From an optimization exercise on the open Yosys and OpenROAD flow, aimed at small area; shortcuts taken in it are not production practice. In this exercise RTL edits were held to simulation tests only and were not proved equivalent to the original.

==> v22: inputs <==
// chen_cordic
module chen_cordic #(
    parameter ROTATE_TYPE = "ROTATE",
    parameter DATABITS = 17,
    parameter ITERATIONS = 16
)(
    input clk,
    input rst_n,
    input Validin,
    input signed [DATABITS-1:0] Xin,
    input signed [DATABITS-1:0] Yin,
    input signed [17:0] Ain,
    output Validout,
    output signed [DATABITS-1:0] Xout,
    output signed [DATABITS-1:0] Yout,
    output signed [17:0] Aout
);
==> flow/config.mk <==
export PLATFORM = sky130hd
export DESIGN_NAME = chen_cordic
export DESIGN_NICKNAME = chen_cordic
export VERILOG_FILES = /design/flow/design.v
export SDC_FILE = /design/flow/constraint.sdc
export NUM_CORES = 4
export LEC_CHECK = 0
export CAP_MARGIN = 20
export CORE_MARGIN = 2
export CORE_UTILIZATION = 40
export CTS_BUF_LIST = sky130_fd_sc_hd__clkbuf_8
export CTS_CLUSTER_DIAMETER = 60
export CTS_CLUSTER_SIZE = 20
export SLEW_MARGIN = 20
export SYNTH_HIERARCHICAL = 1
export SYNTH_MINIMUM_KEEP_SIZE = 0
==> flow/constraint.sdc <==
create_clock -name core_clock -period 6.5 [get_ports {clk}]
set_input_delay 1.3000 -clock core_clock [delete_from_list [all_inputs] [get_ports {clk}]]
set_output_delay 1.3000 -clock core_clock [all_outputs]
set_load 0.01 [all_outputs]
standard.sh (not shown) runs the stock make flow with config.mk's settings and CLKGATE_MAP_FILE= SYNTH_SCRIPT=/design/flow/synth_recipe.tcl, a recipe that flattens the netlist after the stock synthesis.
==> flow/flow/run.sh <==
#!/bin/bash
# The standard layout (the standard.sh, all steps), with one change: the buffer that
# placement puts on every input and output port is a plain sky130_fd_sc_hd__buf_1 instead of
# the cell buffer_ports picks by itself (a 10 um2 delay buffer). Every port still gets its buffer.
set -euo pipefail
export BUFFER_PORTS_ARGS="-buffer_cell sky130_fd_sc_hd__buf_1"
bash standard.sh > standard.log 2>&1
==> v35: changes against v22 <==
- CORE_UTILIZATION: 40 -> 55
==> v3: changes against v22 <==
- CORE_UTILIZATION: 40 -> 70
==> notes <==
- Count of clock-buffer cells in the layout: v22 > v35 > v3.
- Between v3 and v35, the lower setup slack is in v3 (gap 0.058 ns).
- Sequential cell count is the same in v35 and v3.
- The highest design area belongs to v22, the lowest to v3.

========
==> v15 <==
chen_cordic, a different RTL version from the one above (not shown whole).
make LEC_CHECK=0 CAP_MARGIN=20 CORE_MARGIN=2 CORE_UTILIZATION=40 CTS_BUF_LIST='sky130_fd_sc_hd__clkbuf_4 sky130_fd_sc_hd__clkbuf_8' CTS_CLUSTER_DIAMETER=40 CTS_CLUSTER_SIZE=12 SLEW_MARGIN=20 SYNTH_HIERARCHICAL=1 SYNTH_MINIMUM_KEEP_SIZE=0 finish   # period 6.5 ns
run.sh (not shown) runs the stock make flow with config.mk's settings and CLKGATE_MAP_FILE= SYNTH_SCRIPT=/design/flow/synth_recipe.tcl, a recipe that flattens the netlist after the stock synthesis.
Stock flow here: none of the scripts above is used.
==> v6: changes against v15 <==
--- a/flow/config.mk
+++ b/flow/config.mk
@@ -8,9 +8,6 @@
 export CAP_MARGIN = 20
 export CORE_MARGIN = 2
 export CORE_UTILIZATION = 40
-export CTS_BUF_LIST = sky130_fd_sc_hd__clkbuf_4 sky130_fd_sc_hd__clkbuf_8
-export CTS_CLUSTER_DIAMETER = 40
-export CTS_CLUSTER_SIZE = 12
 export SLEW_MARGIN = 20
 export SYNTH_HIERARCHICAL = 1
 export SYNTH_MINIMUM_KEEP_SIZE = 0
==> v28: changes against v15 <==
==> flow/flow/run.sh (new file) <==
#!/bin/bash
# The standard layout (the standard.sh, all steps), with one change: the buffer that
# placement puts on every input and output port is a plain sky130_fd_sc_hd__buf_2 instead of
# the cell buffer_ports picks by itself (a 10 um2 delay buffer). Every port still gets its buffer.
set -euo pipefail
export BUFFER_PORTS_ARGS="-buffer_cell sky130_fd_sc_hd__buf_2"
bash standard.sh > standard.log 2>&1
==> flow/standard.sh (new file) <==
#!/bin/bash
# synth_recipe.tcl (not shown) runs the flow's synth.tcl, then flattens the netlist and writes it again
# the make line also repeats each setting of config.mk as NAME=value (left out here)
make -C /OpenROAD-flow-scripts/flow DESIGN_CONFIG=/design/flow/config.mk WORK_HOME=/design/flow/orfs CLKGATE_MAP_FILE= SYNTH_SCRIPT=/design/flow/synth_recipe.tcl "${@:-finish}"
--- a/flow/config.mk
+++ b/flow/config.mk
@@ -8,9 +8,9 @@
 export CAP_MARGIN = 20
 export CORE_MARGIN = 2
 export CORE_UTILIZATION = 40
-export CTS_BUF_LIST = sky130_fd_sc_hd__clkbuf_4 sky130_fd_sc_hd__clkbuf_8
-export CTS_CLUSTER_DIAMETER = 40
-export CTS_CLUSTER_SIZE = 12
+export CTS_BUF_LIST = sky130_fd_sc_hd__clkbuf_8
+export CTS_CLUSTER_DIAMETER = 50
+export CTS_CLUSTER_SIZE = 16
 export SLEW_MARGIN = 20
 export SYNTH_HIERARCHICAL = 1
 export SYNTH_MINIMUM_KEEP_SIZE = 0
removed: flow/run.sh
==> v34: changes against v15 <==
--- a/flow/config.mk
+++ b/flow/config.mk
@@ -8,9 +8,9 @@
 export CAP_MARGIN = 20
 export CORE_MARGIN = 2
 export CORE_UTILIZATION = 40
-export CTS_BUF_LIST = sky130_fd_sc_hd__clkbuf_4 sky130_fd_sc_hd__clkbuf_8
-export CTS_CLUSTER_DIAMETER = 40
-export CTS_CLUSTER_SIZE = 12
+export CTS_BUF_LIST = sky130_fd_sc_hd__clkbuf_8
+export CTS_CLUSTER_DIAMETER = 60
+export CTS_CLUSTER_SIZE = 20
 export SLEW_MARGIN = 20
 export SYNTH_HIERARCHICAL = 1
 export SYNTH_MINIMUM_KEEP_SIZE = 0
==> comparison <==
- The highest fmax belongs to v15, the lowest to v34.
- Design area, lowest first: v28, v34, v15, v6.
- Count of clock-buffer cells in the layout: v15 > v6 > v28 > v34.
- Cell count: v15 is larger than v34 (about 1.5%).

==> afterwards: timing with drivers on the ports <==
No port has a modelled driver above. Below, the same layouts with a new extraction and two added sets of constraints. Step 1 sets driving cells, clkbuf_16 on the clock port and buf_2 on the other inputs (assumed; they add their load-dependent delay and slew). Step 2 also shifts input and output timing later by t, the mid clock arrival at the registers, as if the neighbouring blocks saw the same clock. Three values: no drivers, after step 1, after step 2; two values: the first two.
run | t, ns | setup WS [ns] | worst setup path at the end | latest minus earliest clock arrival (ns)
v22 | 0.744 | 0.165 / 0.165 / 0.165 | register to register | 0.063 / 0.063
v35 | 0.708 | 0.178 / 0.178 / 0.178 | register to register | 0.056 / 0.056
v3 | 0.722 | 0.120 / 0.120 / 0.120 | register to register | 0.042 / 0.042
v15 | 0.758 | 0.182 / 0.182 / 0.182 | register to register | 0.047 / 0.048
v6 | 0.684 | 0.174 / 0.174 / 0.174 | register to register | 0.018 / 0.018
v28 | 0.736 | 0.156 / 0.156 / 0.156 | register to register | 0.038 / 0.038
v34 | 0.764 | 0.140 / 0.140 / 0.140 | register to register | 0.056 / 0.056
After both steps setup and hold are still met in every run listed.
